From an optimization exercise on the open Yosys and OpenROAD flow, aimed at small area, a short achievable clock period and few clock cycles per item; shortcuts taken in it are not production practice.
In this exercise RTL edits were held to simulation tests only and were not proved equivalent to the original.
Power figures rest on the tool's default switching activity, not on a simulated workload.

## flow/design.v (module list and top-level ports; edited modules follow where they fit)
// module mux2X1: 8 lines
// module carry_lookahead_adder_8_bit: 19 lines
// module CLA_8bit_slice: 38 lines
// module carry_lookahead_adder_32_bit: 13 lines
// module mpa_bx: 6 lines
// module mpa_xor: 5 lines
// module mpa_and: 5 lines
// module mpa_gp: 6 lines
// module mpa_nd: 6 lines
// module mpa_ng: 5 lines
// module mp_adder: 1062 lines
module mp_adder (
    input  wire         iAddSub,
    input  wire         iClk,
    input  wire         iRst,
    input  wire         iStart,
    input  wire [511:0] iOpA,
    input  wire [511:0] iOpB,
    output wire [512:0] oRes,
    output wire         oDone);
  // ...
==> flow/flow/run.sh <==
#!/bin/bash
# Standard ORFS layout (the standard.sh) with three changes to how it is done:
# - buffer_ports gives every input and output port a buf_1 cell (the resizer
#   still sizes them as timing needs) instead of the cell it picks by default;
# - the ports are placed in bit order round the die edge, each bit's
#   iOpA/iOpB/oRes side by side (flow/pinorder.tcl, before place_pins);
# - before the resize step's repair_design, high-fanout nets get buffer trees
#   built from their sinks' locations (flow/pre_resize.tcl, flow/tree.tcl).
set -euo pipefail
export BUFFER_PORTS_ARGS="-buffer_cell sky130_fd_sc_hd__buf_1"
export PRE_IO_PLACEMENT_TCL="$(pwd)/flow/pinorder.tcl"
export PRE_RESIZE_TCL="$(pwd)/flow/pre_resize.tcl"
bash standard.sh > standard_flow.log 2>&1
==> flow/flow/pinorder.tcl <==
# Place the ports in bit order around the die: bit i's iOpA[i], iOpB[i] and
# oRes[i] sit next to each other, bits 0..511 go round the die edge (bottom
# left to right, right edge upwards, top right to left, left edge downwards),
# and the control ports fill the gap between bit 511 and bit 0.
proc po_slots {} {
  set block [ord::get_db_block]
  set die [$block getDieArea]
  set dbu [$block getDbUnitsPerMicron]
  set W [expr {[$die xMax] / double($dbu)}]
  set H [expr {[$die yMax] / double($dbu)}]
  set m 10.0
  set slots {}
  # bottom: met2 tracks x = 0.23 + 0.46k, two tracks apart
  for {set x [expr {0.23 + 0.46 * ceil(($m - 0.23) / 0.46)}]} {$x <= $W - $m} {set x [expr {$x + 0.92}]} {
    lappend slots [list met2 $x 0.0]
  }
  # right: met3 tracks y = 0.34 + 0.68k
  for {set y [expr {0.34 + 0.68 * ceil(($m - 0.34) / 0.68)}]} {$y <= $H - $m} {set y [expr {$y + 1.36}]} {
    lappend slots [list met3 $W $y]
  }
  # top, right to left
  set top {}
  for {set x [expr {0.23 + 0.46 * ceil(($m - 0.23) / 0.46)}]} {$x <= $W - $m} {set x [expr {$x + 0.92}]} {
    lappend top [list met2 $x $H]
  }
  set slots [concat $slots [lreverse $top]]
  # left, top to bottom
  set left {}
  for {set y [expr {0.34 + 0.68 * ceil(($m - 0.34) / 0.68)}]} {$y <= $H - $m} {set y [expr {$y + 1.36}]} {
    lappend left [list met3 0.0 $y]
  }
  return [concat $slots [lreverse $left]]
}

proc po_place {name slot} {
  lassign $slot layer x y
  if {$layer == "met2"} { set sz {0.14 0.485} } else { set sz {0.8 0.3} }
  place_pin -pin_name $name -layer $layer -location [list $x $y] -pin_size $sz -force_to_die_boundary
}

proc po_all {} {
  set slots [po_slots]
  set ns [llength $slots]
  set ctrl {iClk iRst iStart iAddSub oDone oRes[512]}
  # bits spread evenly over the ring, leaving room for the control ports at the end
  set nbits 512
  set used [expr {3 * $nbits + [llength $ctrl]}]
  if {$used > $ns} { error "pinorder: $used ports but only $ns slots" }
  set step [expr {double($ns - [llength $ctrl]) / $nbits}]
  for {set i 0} {$i < $nbits} {incr i} {
    set s [expr {int(floor($i * $step))}]
    po_place "iOpA\[$i\]" [lindex $slots $s]
    po_place "iOpB\[$i\]" [lindex $slots [expr {$s + 1}]]
    po_place "oRes\[$i\]" [lindex $slots [expr {$s + 2}]]
  }
  set s [expr {$ns - [llength $ctrl]}]
  foreach c $ctrl {
    po_place $c [lindex $slots $s]
    incr s
  }
  puts "pinorder: placed [expr {3 * $nbits + [llength $ctrl]}] ports on $ns slots"
}
po_all
==> flow/flow/pre_resize.tcl <==
# Runs inside ORFS's resize step (3_4), after global placement and before its
# repair_design: every signal net with more than 12 sinks gets a buffer tree
# built from its sinks' placed locations (flow/tree.tcl), instead of the
# chain of buffers that repair_design would lay along the net.
source [file join [file dirname [info script]] tree.tcl]
bt_all 12 12 8 {sky130_fd_sc_hd__buf_4 sky130_fd_sc_hd__buf_8}
==> flow/flow/tree.tcl <==
# Buffer trees for high-fanout signal nets, built by recursive bisection of
# the sinks' placed locations (a leaf buffer drives at most LEAF sinks that
# lie close together; upper levels drive at most UP buffers each).
proc bt_split {pts maxn} {
  # pts: list of {pin x y}; returns a list of clusters of at most maxn points
  if {[llength $pts] <= $maxn} { return [list $pts] }
  set xs [lmap p $pts {lindex $p 1}]
  set ys [lmap p $pts {lindex $p 2}]
  set dx [expr {[tcl::mathfunc::max {*}$xs] - [tcl::mathfunc::min {*}$xs]}]
  set dy [expr {[tcl::mathfunc::max {*}$ys] - [tcl::mathfunc::min {*}$ys]}]
  set k [expr {$dx >= $dy ? 1 : 2}]
  set s [lsort -real -index $k $pts]
  # split into halves whose sizes are multiples of maxn where possible
  set n [llength $s]
  set nc [expr {($n + $maxn - 1) / $maxn}]
  set h [expr {(($nc + 1) / 2) * $maxn}]
  if {$h >= $n} { set h [expr {$n / 2}] }
  return [concat [bt_split [lrange $s 0 [expr {$h - 1}]] $maxn] [bt_split [lrange $s $h end] $maxn]]
}

proc bt_sinks {net} {
  set pts {}
  foreach it [$net getITerms] {
    if {[$it isOutputSignal]} { continue }
    set inst [$it getInst]
    set bb [$inst getBBox]
    set x [expr {([$bb xMin] + [$bb xMax]) / 2.0}]
    set y [expr {([$bb yMin] + [$bb yMax]) / 2.0}]
    lappend pts [list "[$inst getName]/[[$it getMTerm] getName]" $x $y]
  }
  return $pts
}

proc bt_net {netname leaf up cells} {
  set block [ord::get_db_block]
  set dbu [$block getDbUnitsPerMicron]
  set lvl 0
  set maxn $leaf
  while {1} {
    set net [$block findNet $netname]
    set pts [bt_sinks $net]
    if {[llength $pts] <= $maxn} { break }
    set cell [lindex $cells [expr {min($lvl, [llength $cells] - 1)}]]
    set i 0
    foreach cl [bt_split $pts $maxn] {
      set sx 0.0; set sy 0.0
      foreach p $cl { set sx [expr {$sx + [lindex $p 1]}]; set sy [expr {$sy + [lindex $p 2]}] }
      set cx [expr {$sx / [llength $cl] / $dbu}]
      set cy [expr {$sy / [llength $cl] / $dbu}]
      set pins [get_pins [lmap p $cl {lindex $p 0}]]
      insert_buffer -buffer_cell $cell -net [get_nets $netname] -load_pins $pins -location [list $cx $cy] \
        -buffer_name "bt_${lvl}_${i}_$netname"
      incr i
    }
    puts "bt_net $netname: level $lvl, $i buffers of $cell"
    incr lvl
    set maxn $up
  }
}

# all signal nets with more than minfo sinks (clock nets excluded)
proc bt_all {minfo leaf up cells} {
  set block [ord::get_db_block]
  set names {}
  foreach net [$block getNets] {
    if {[$net getSigType] != "SIGNAL"} { continue }
    if {[$net isSpecial]} { continue }
    set n 0
    set drv 0
    foreach it [$net getITerms] { if {[$it isOutputSignal]} { incr drv } else { incr n } }
    if {$drv != 1 || $n <= $minfo} { continue }
    if {[llength [$net getBTerms]] > 0} { continue }
    lappend names [$net getName]
  }
  foreach nm $names { bt_net $nm $leaf $up $cells }
}
==> flow/standard.sh <==
#!/bin/bash
# synth_recipe.tcl (not shown) runs the flow's synth.tcl, then flattens the netlist and writes it again
# the make line also repeats each setting of config.mk as NAME=value (left out here)
make -C /OpenROAD-flow-scripts/flow DESIGN_CONFIG=/design/flow/config.mk WORK_HOME=/design/flow/orfs CLKGATE_MAP_FILE= SYNTH_SCRIPT=/design/flow/synth_recipe.tcl "${@:-finish}"
==> flow/config.mk <==
export PLATFORM = sky130hd
export DESIGN_NAME = mp_adder
export DESIGN_NICKNAME = mp_adder
export VERILOG_FILES = /design/flow/design.v
export SDC_FILE = /design/flow/constraint.sdc
export NUM_CORES = 4
export LEC_CHECK = 0
export CAP_MARGIN = 20
export CORE_AREA = 10 10 490 490
export DIE_AREA = 0 0 500 500
export GPL_TIMING_DRIVEN = 0
export SETUP_SLACK_MARGIN = 0.5
export SLEW_MARGIN = 20
export SYNTH_HIERARCHICAL = 1
==> flow/constraint.sdc <==
create_clock -name core_clock -period 5.0 [get_ports {iClk}]
set_input_delay 1.0000 -clock core_clock [delete_from_list [all_inputs] [get_ports {iClk}]]
set_output_delay 1.0000 -clock core_clock [all_outputs]
set_load 0.01 [all_outputs]
==> results.cfg, run 1 <==
[cells_and_area]
fillerInstances = 26419
layout.non_clock_buffers = 1624
layout-area-overhead-vs-synth_pct = 35.9
multi_input_comb_cells = 3972

[clocking]
tritoncts_sinks = 129
cts_resized = 17
cts_max_path_buffers = 2

[synth]
postSynthAreaPerCell_um2 = 7.53
synthDistinctLibCells = 10
synth.cell_area_um2 = 30900

[grt]
grt_pass1_wl_um = 157000
grt_start_max_net_pins = 17
grt.total_usage = 0.0747
initial_antenna_violation_count = 1
grt_use_met2 = 0.148
globalRouteMet1Util = 0.0737

[placement]
dp_hpwl_um = 88100
io_buffers = 1541
placedCellCount = 8748
gp_congestion = 0.772

[pwr]
power.switching_mw = 5.04

[route]
drt_first_pass_iters = 7
route.met2.wl_um = 54600

[timing]
slew_at_the_pin_closest_to_its_max_slew_limit_ns = 0.367

[outcome]
run_status = no timing/DRC/antenna violations
Testbench counts, summed over its fixed seeds: cycles 768, items 384.
==> run 2: changes to the inputs <==
--- a/flow/design.v
+++ b/flow/design.v
@@ -83,16 +83,22 @@
     output wire [3:0] bx);
     assign bx = b ^ {4{s}};
 endmodule
 module mpa_xor (
     input  wire [3:0] a, b,
     output wire [3:0] y);
     assign y = a ^ b;
 endmodule
+module mpa_ha (
+    input  wire [3:0] a, b,
+    output wire [3:0] p, g);
+    assign p = a ^ b;
+    assign g = a & b;
+endmodule
 module mpa_and (
     input  wire [3:0] a, b,
     output wire [3:0] y);
     assign y = a & b;
 endmodule
 module mpa_gp (
     input  wire [3:0] p, g,
     output wire        G, Pc);
@@ -123,18 +129,17 @@
     wire [127:0] cg, cp, cc;
     reg  [127:1] rC;      
     reg         rCout;
     reg         rDone;
     wire [127:0] ci = {rC, iAddSub};
     genvar j;
     generate for (j = 0; j < 128; j = j + 1) begin : chunk
         mpa_bx  u_bx  (.s(iAddSub), .b(iOpB[4*j +: 4]), .bx(bx[4*j +: 4]));
-        mpa_xor u_p   (.a(iOpA[4*j +: 4]), .b(bx[4*j +: 4]), .y(p[4*j +: 4]));
-        mpa_and u_g   (.a(iOpA[4*j +: 4]), .b(bx[4*j +: 4]), .y(g[4*j +: 4]));
+        mpa_ha  u_pg  (.a(iOpA[4*j +: 4]), .b(bx[4*j +: 4]), .p(p[4*j +: 4]), .g(g[4*j +: 4]));
         mpa_gp  u_gp  (.p(p[4*j +: 4]), .g(g[4*j +: 4]), .G(cg[j]), .Pc(cp[j]));
         assign c[4*j] = ci[j];
         mpa_ng  u_c1  (.gh(g[4*j+0]), .ph(p[4*j+0]), .gl(c[4*j+0]), .g(c[4*j+1]));
         mpa_ng  u_c2  (.gh(g[4*j+1]), .ph(p[4*j+1]), .gl(c[4*j+1]), .g(c[4*j+2]));
         mpa_ng  u_c3  (.gh(g[4*j+2]), .ph(p[4*j+2]), .gl(c[4*j+2]), .g(c[4*j+3]));
         mpa_xor u_s   (.a(p[4*j +: 4]), .b(c[4*j +: 4]), .y(sum[4*j +: 4]));
     end endgenerate
     wire G0c;
==> flow/config.mk (replaced) <==
export PLATFORM = sky130hd
export DESIGN_NAME = mp_adder
export DESIGN_NICKNAME = mp_adder
export VERILOG_FILES = /design/flow/design.v
export SDC_FILE = /design/flow/constraint.sdc
export NUM_CORES = 4
export LEC_CHECK = 0
export CAP_MARGIN = 20
export CORE_AREA = 10 10 460 460
export DIE_AREA = 0 0 470 470
export GPL_TIMING_DRIVEN = 0
export SETUP_SLACK_MARGIN = 0.65
export SLEW_MARGIN = 20
export SYNTH_HIERARCHICAL = 1
==> results.cfg, run 2 <==
[pwr]
power.switching_mw = 4.85
power.sequential.fraction = 0.141
fin_total_pwr_mw = 9.86
power_density_nw_per_um2 = 245
power.share.combinational = 0.709
vdd_ir_drop_max_v = 0.000278
static-leakage-power_nw = 21.0
switching_share = 0.492
internal-power_mw = 5.01
clock_power_share = 0.151

[cells_and_area]
layout-drive-gt1-share = 0.0261
number_of_flip_flops_in_the_largest_register = 127
fillerInstances = 23034
fin_nets = 6779
layout-area-overhead-vs-synth_pct = 36.1
largest_register_by_flop_count = rC
final_common_cell = sky130_fd_sc_hd__buf_1
mostFrequentLayoutCells = sky130_fd_sc_hd__buf_1 (1,536), sky130_fd_sc_hd__xor2_1 (1,024), sky130_fd_sc_hd__a21o_1 (826), sky130_fd_sc_hd__ha_1 (512), sky130_fd_sc_hd__and2_1 (318)
largestRegisters = rC: 127 flops, rCout: 1 flops, rDone: 1 flops

[route]
detail_route.drc_violations = 0
totalWireLength_um = 97200
total_vias_in_the_final_route = 30187
drt_iter0_drc = 720
ant_nets = 0
drt-vias-per-instance = 3.81
detail_route.wl_per_cell_um = 12.3
drt_first_pass_iters = 5

[critical_path]
cp-end-kind = flop
crit_type = in -> reg
critical_path.max_stage_delay_ns = 0.31
slowest_stage = sky130_fd_sc_hd__a21o_4
cp.arrival_ns = 4.79
crit_fanout = 12
startpoint_type = input pin
worstPathRequired_ns = 5.42
cp_top_family = compound AO/OA/AOI/OAI gates
critPathBufInv = 6
critical_path.cell_chain = buf_8 -> buf_12 -> buf_8 -> xor2_1 -> ha_1 -> a21oi_1 -> o21ai_1 -> a21o_1 -> a21o_1 -> a21o_1 -> a21o_4 -> a21o_4 -> buf_6 -> a21o_4 -> buf_8 -> a21o_4 -> buf_8 -> a21o_1 -> nor2b_4

[clocking]
cts_max_path_buffers = 2
hold_bufs_at_cts = 0
tritoncts_sinks = 129
tritoncts.num_buffers = 17
clk_pin_slew_ns = 0.08
cts_tree = built
h-tree-depth = 4
buffer_cell_driving_the_clock_tree_root = sky130_fd_sc_hd__clkbuf_16

[grt]
globalRoute.busiestLayer = met2
initial_antenna_violation_count = 1
overflow = 0
grt_start_max_net_pins = 17
globalRouteMet1Util = 0.0843
grt_use_met2 = 0.162
grt_pass1_wl_um = 153000
grt_util_met3 = 0.0252
first_global_vias = 30967
grt.total_usage = 0.0828

[floorplan]
floorplan.io_pins = 0
floorplan.initialDensity = 0.147
die-width_um = 470
fp.dieArea_um2 = 221000
design.core.area_um2 = 202000
placementRows = 165
die_y_um = 470

[placement]
gp_congestion = 0.800
io_buffers = 1541
dp_hpwl_um = 85600

[flow_run]
cap_violations = 0

[synth]
synth_flop_cell = sky130_fd_sc_hd__dfxtp_1
yosys.area.top_type_share = 0.303
synth_warnings = 7
synthesis.nets = 5130
synth_seq_cells = 129
postSynth.asyncResetShare = 0
biggest_area_consumer_among_synthesized_cells = sky130_fd_sc_hd__xor2_1
syn-instance-count = 3590
synthDistinctLibCells = 11
synth_edf_count = 0
postSynthAreaPerCell_um2 = 8.25
post_synth_most_frequent_cells = sky130_fd_sc_hd__xor2_1 (1,024), sky130_fd_sc_hd__a21o_1 (833), sky130_fd_sc_hd__ha_1 (512)
post-synth-top-count-cell = sky130_fd_sc_hd__xor2_1
synth.yosys.seq_area_share = 0.0872
netlist_top_cells_area = sky130_fd_sc_hd__xor2_1 (30%), sky130_fd_sc_hd__ha_1 (22%), sky130_fd_sc_hd__a21o_1 (21%), sky130_fd_sc_hd__dfxtp_1 (8.7%), sky130_fd_sc_hd__and2_1 (6.8%)
synth.cell_area_um2 = 29600

[timing]
unrepaired_setup_endpoints_after_global_routing = true
maxClockFrequency_ghz = 0.229
hold_viol_final = 0
fin_crit_sh = 0.875
final_worst_hold_slack_ns = 0.685
period_minus_slack_ns = 4.38
slew_at_the_pin_closest_to_its_max_slew_limit_ns = 0.437
setup_tns_ns = 0
worst_slew_margin = 0.709
final_report_max_slew_violation_count = 0
report.final.setup_viol = 0

[worst_hold_path]
min_path_type = in -> reg

[outcome]
run_status = no timing/DRC/antenna violations
## run 2: changes by cell type after synthesis
cell                     previous run  this run
sky130_fd_sc_hd__and2_1           833       321
sky130_fd_sc_hd__ha_1               0       512
sky130_fd_sc_hd__xor2_1          1536      1024
## run 2: kinds of logic after synthesis
family          Yosys count  synth area share
compound gates         1217             0.276
xor+xnor               1024             0.303
simple gates            707             0.117
fa+ha+maj               512             0.216
flops                   129            0.0872
buf+inv                   1          0.000254
## run 2: metal layers
layer / vias up / part of all wire
met4: 0 / 0.019
met5: - / 0
met2: 766 / 0.54
met3: 93 / 0.060
li1: 15930 / -
met1: 13398 / 0.39
## run 2: final timing paths
path,startpoint,end,slack (ns),cells past startpoint
setup / recovery,iAddSub,rCout$_DFF_P_,0.62,19
hold / removal,iRst,rDone$_SDFF_PP0_,0.68,2
## run 2: final cells by class
class	instances	area, um^2	share of cell area
multi-input cells	3461	27100	0.672
repair buffers	1629	6660	0.165
well taps	2672	3340	0.0829
flip-flops and latches	129	2580	0.0641
clock buffers	19	433	0.0107
clock inverters	12	185	0.00459
plain buffers	1	7.51	0.000186
diodes	1	2.50	0.0000621
## run 2: stage by stage
| step | area (um^2) | utilization | std cells | setup slack, ns |
|---|---|---|---|---|
| after floorplan | 29600 | - | 3590 | 0.891 |
| after global placement | 38800 | 0.192 | 7803 | -26.37 |
| after detailed placement | 39400 | 0.195 | 7882 | -0.892 |
| after CTS | 40100 | 0.199 | 7916 | 0.613 |
| after global routing | 40300 | 0.200 | 7924 | 0.582 |
| final | 40300 | 0.200 | 7924 | 0.625 |
## run 2: per-module statistics from Yosys, one instance, submodules excluded
module,area (um^2),cells inside,times used
mpa_ha,50.0,4,128
mpa_nd,13.8,2,321
mp_adder,2620,132,1
mpa_gp,26.3,6,128
mpa_xor,35.0,4,128
mpa_bx,35.0,4,128
mpa_ng,7.51,1,512
## run 2: power by group through the flow
| stage | logic, mW | clock network [mW] | registers [mW] |
|---|---|---|---|
| after global placement | 6.90 | 0 | 1.41 |
| after floorplan | 4.59 | 0 | 1.37 |
| after global routing | 7.81 | 1.62 | 1.41 |
| after CTS | 7.08 | 1.61 | 1.39 |
| after detailed placement | 7.00 | 0 | 1.41 |
| final | 6.99 | 1.49 | 1.39 |
## run 2: what timing repair did
action,CTS,global route
gates resized for setup,21,29
cloned,1,1
hold endpoints to repair,0,0
setup buffers,2,6
endpoints found under the setup margin,209,94
pin swaps,2,9
Testbench counts of run 2, summed over its fixed seeds: cycles 768, items 384.
==> run 3: changes to the inputs <==
--- a/flow/config.mk
+++ b/flow/config.mk
@@ -9,6 +9,6 @@
 export CORE_AREA = 10 10 460 460
 export DIE_AREA = 0 0 470 470
 export GPL_TIMING_DRIVEN = 0
-export SETUP_SLACK_MARGIN = 0.65
+export SETUP_SLACK_MARGIN = 0.5
 export SLEW_MARGIN = 20
 export SYNTH_HIERARCHICAL = 1
==> results.cfg, run 3 <==
[outcome]
run_status = no timing/DRC/antenna violations

[pwr]
internal-power_mw = 4.98
power.switching_mw = 4.81
clock_power_share = 0.148
static-leakage-power_nw = 20.9
power.share.combinational = 0.710
power_density_nw_per_um2 = 244
vdd_ir_drop_max_v = 0.000287
fin_total_pwr_mw = 9.80
switching_share = 0.491
power.sequential.fraction = 0.142

[clocking]
cts.repair_timing.setup_buffer_count = 0
tritoncts.num_buffers = 17
h-tree-depth = 4
cts_max_path_buffers = 2
cts_tree = built
hold_bufs_at_cts = 0
clk_pin_slew_ns = 0.07
buffer_cell_driving_the_clock_tree_root = sky130_fd_sc_hd__clkbuf_16
tritoncts_sinks = 129

[synth]
netlist_top_cells_area = sky130_fd_sc_hd__xor2_1 (30%), sky130_fd_sc_hd__ha_1 (22%), sky130_fd_sc_hd__a21o_1 (21%), sky130_fd_sc_hd__dfxtp_1 (8.7%), sky130_fd_sc_hd__and2_1 (6.8%)
synth_warnings = 7
synth.yosys.seq_area_share = 0.0872
post-synth-top-count-cell = sky130_fd_sc_hd__xor2_1
post_synth_most_frequent_cells = sky130_fd_sc_hd__xor2_1 (1,024), sky130_fd_sc_hd__a21o_1 (833), sky130_fd_sc_hd__ha_1 (512)
yosys.area.top_type_share = 0.303
syn-instance-count = 3590
synth.cell_area_um2 = 29600
synthesis.nets = 5130
postSynth.asyncResetShare = 0
postSynthAreaPerCell_um2 = 8.25
synth_seq_cells = 129
synth_flop_cell = sky130_fd_sc_hd__dfxtp_1
biggest_area_consumer_among_synthesized_cells = sky130_fd_sc_hd__xor2_1
synth_edf_count = 0
synthDistinctLibCells = 11

[route]
ant_nets = 0
drt_iter0_drc = 666
detail_route.drc_violations = 0
drt_first_pass_iters = 6
detail_route.wl_per_cell_um = 12.2
total_vias_in_the_final_route = 30114
drt-vias-per-instance = 3.80
totalWireLength_um = 96700

[cells_and_area]
layout-area-overhead-vs-synth_pct = 35.5
largestRegisters = rC: 127 flops, rCout: 1 flops, rDone: 1 flops
largest_register_by_flop_count = rC
fin_nets = 6770
utilization = 0.199
mostFrequentLayoutCells = sky130_fd_sc_hd__buf_1 (1,540), sky130_fd_sc_hd__xor2_1 (1,024), sky130_fd_sc_hd__a21o_1 (825), sky130_fd_sc_hd__ha_1 (512), sky130_fd_sc_hd__and2_1 (319)
final_common_cell = sky130_fd_sc_hd__buf_1
stdcell_area_um2 = 40100
layout-drive-gt1-share = 0.0235
number_of_flip_flops_in_the_largest_register = 127

[grt]
grt_start_max_net_pins = 17
first_global_vias = 31187
overflow = 0
grt.total_usage = 0.0824
grt_pass1_wl_um = 152000
initial_antenna_violation_count = 1

[critical_path]
critical-path-top-cell-by-count = sky130_fd_sc_hd__a21o_1
worst_setup_ep = rCout$_DFF_P_
worstPathRequired_ns = 5.41
crit_fanout = 12
cp-end-kind = flop
startpoint_type = input pin
critical_path.max_stage_delay_ns = 0.32
crit_start = iAddSub
cp_top_family = compound AO/OA/AOI/OAI gates
critPathBufInv = 6
crit_type = in -> reg
stages_on_the_worst_setup_path = 18
critical_path.cell_chain = buf_8 -> buf_12 -> buf_8 -> buf_4 -> xor2_1 -> ha_1 -> a21oi_1 -> o21ai_1 -> a21o_1 -> a21o_1 -> a21o_2 -> a21o_4 -> buf_4 -> a21o_4 -> buf_4 -> a21o_1 -> a21o_1 -> nor2b_4
cp.arrival_ns = 4.81
slowest_stage = sky130_fd_sc_hd__a21o_2

[timing]
fin_crit_sh = 0.880
unrepaired_setup_endpoints_after_global_routing = false
report.final.setup_viol = 0
maxClockFrequency_ghz = 0.227
hold_viol_final = 0
final_worst_hold_slack_ns = 0.688
slew_at_the_pin_closest_to_its_max_slew_limit_ns = 0.397
timing.final.ws_setup_ns = 0.602
final_report_max_slew_violation_count = 0
period_minus_slack_ns = 4.40
worst_slew_margin = 0.735

[floorplan]
die_y_um = 470
floorplan.io_pins = 0
die-width_um = 470
floorplan.initialDensity = 0.147
placementRows = 165
fp.dieArea_um2 = 221000
design.core.area_um2 = 202000

[placement]
dp_hpwl_um = 85800
preCtsSetupSlack_ns = -1.11
io_buffers = 1541
gp_congestion = 0.799
post_dp_cell_area_um2 = 39400

[flow_run]
cap_violations = 0

[worst_hold_path]
min_path_type = in -> reg
run 3: cell count changes in the layout (fill, tap and decap cells not counted), moves of 2 or more:
cell | before | now
sky130_fd_sc_hd__buf_1 | 1536 | 1540
sky130_fd_sc_hd__buf_16 | 2 | 0
sky130_fd_sc_hd__buf_4 | 61 | 69
sky130_fd_sc_hd__buf_6 | 15 | 2
sky130_fd_sc_hd__clkbuf_2 | 4 | 0
run 3: per-layer routing:
metal / GRT usage / wire length, um / vias to the layer above
met3: 0.0246 / 5690 / 82
met1: 0.0828 / 37000 / 13351
li1: - / - / 15939
met2: 0.163 / 52200 / 742
met5: 0 / 0 / -
met4: 0.0207 / 1830 / 0
run 3: worst min path at each step:
| stage | start | slack, ns | to | cells past startpoint |
|---|---|---|---|---|
| detailed placement | iRst | 1.22 | rDone$_SDFF_PP0_ | 2 |
| CTS | iRst | 0.59 | rDone$_SDFF_PP0_ | 2 |
| finish | iRst | 0.69 | rDone$_SDFF_PP0_ | 2 |
| global placement | iRst | 1.22 | rDone$_SDFF_PP0_ | 2 |
| floorplan | iAddSub | 1.06 | rCout$_DFF_P_ | 1 |
| global route | iRst | 0.60 | rDone$_SDFF_PP0_ | 2 |
run 3: stage by stage:
stage	setup TNS [ns]	cells
CTS	0	7913
global placement	-	7803
floorplan	0	3590
finish	0	7916
global route	0	7915
detailed placement	-61.51	7882
run 3: modules after synthesis, one instance, submodules excluded:
module	cells inside	cell area [um^2]	copies in the design	flip-flops and latches
mpa_ha	4	50.0	128	0
mpa_xor	4	35.0	128	0
mpa_nd	2	13.8	321	0
mpa_ng	1	7.51	512	0
mpa_gp	6	26.3	128	0
mpa_bx	4	35.0	128	0
mp_adder	132	2620	1	129
run 3: power groups by stage:
stage          combinational [mW]  sequential, mW  clock, mW
6_report                     6.96            1.39       1.45
5_1_grt                      7.76            1.41       1.60
4_1_cts                      7.06            1.39       1.59
3_5_place_dp                 7.00            1.41          0
3_3_place_gp                 6.90            1.41          0
2_1_floorplan                4.59            1.37          0
run 3: cell type report:
cell class,count,area [um^2]
buffer,1,7.51
multi-input combinational,3460,27100
sequential,129,2580
tap,2672,3340
fill,23008,162000
antenna,2,5.00
clock buffer,19,433
timing repair buffer,1621,6500
clock inverter,12,185
run 3: kinds of logic (layout without fill, tap and decap cells):
logic type | Yosys count | after routing | synth area share
DFF | 129 | 129 | 0.0872
adders and majority gates | 512 | 512 | 0.216
buffers and inverters | 1 | 1653 | 0.000254
AOI/OAI and AO/OA | 1217 | 1217 | 0.276
other | 0 | 2 | 0
xor gates and xnor gates | 1024 | 1024 | 0.303
and+or+nand+nor | 707 | 707 | 0.117
run 3: repair_timing:
| item | in CTS | in global routing |
|---|---|---|
| endpoints found under the setup margin | 103 | 60 |
| resized for setup | 16 | 10 |
| pin swaps | 1 | 1 |
| cloned | 0 | 1 |

==> port drivers added, routing unchanged <==
In the flow no input, the clock included, has a driving cell. The finished layouts below were timed again as built, in two steps. Step 1 (the two cells are an assumption about what drives the block):
set clk [get_ports {iClk}]
set_driving_cell -lib_cell sky130_fd_sc_hd__clkbuf_16 $clk
set_driving_cell -lib_cell sky130_fd_sc_hd__buf_2 [delete_from_list [all_inputs] $clk]
Step 2 also shifts input and output timing later by t, the mid clock arrival at the registers, as if the neighbouring blocks saw the same clock. Three values: ideal, step 1, step 2; two values: the first two.
run | shift t [ns] | slack for setup (ns) | clock arrival spread, ns | worst register clock-pin slew, ns
run 1 | 0.595 | 0.565 / 0.609 / 0.014 | 0.021 / 0.020 | 0.08 / 0.08
run 2 | 0.603 | 0.625 / 0.659 / 0.055 | 0.015 / 0.015 | 0.08 / 0.08
run 3 | 0.588 | 0.602 / 0.629 / 0.041 | 0.014 / 0.014 | 0.07 / 0.07
After both steps setup and hold are still met in every run listed. The setup slack of run 2, which loses most, moves by +0.034 ns with the drivers and by -0.570 ns with both steps.
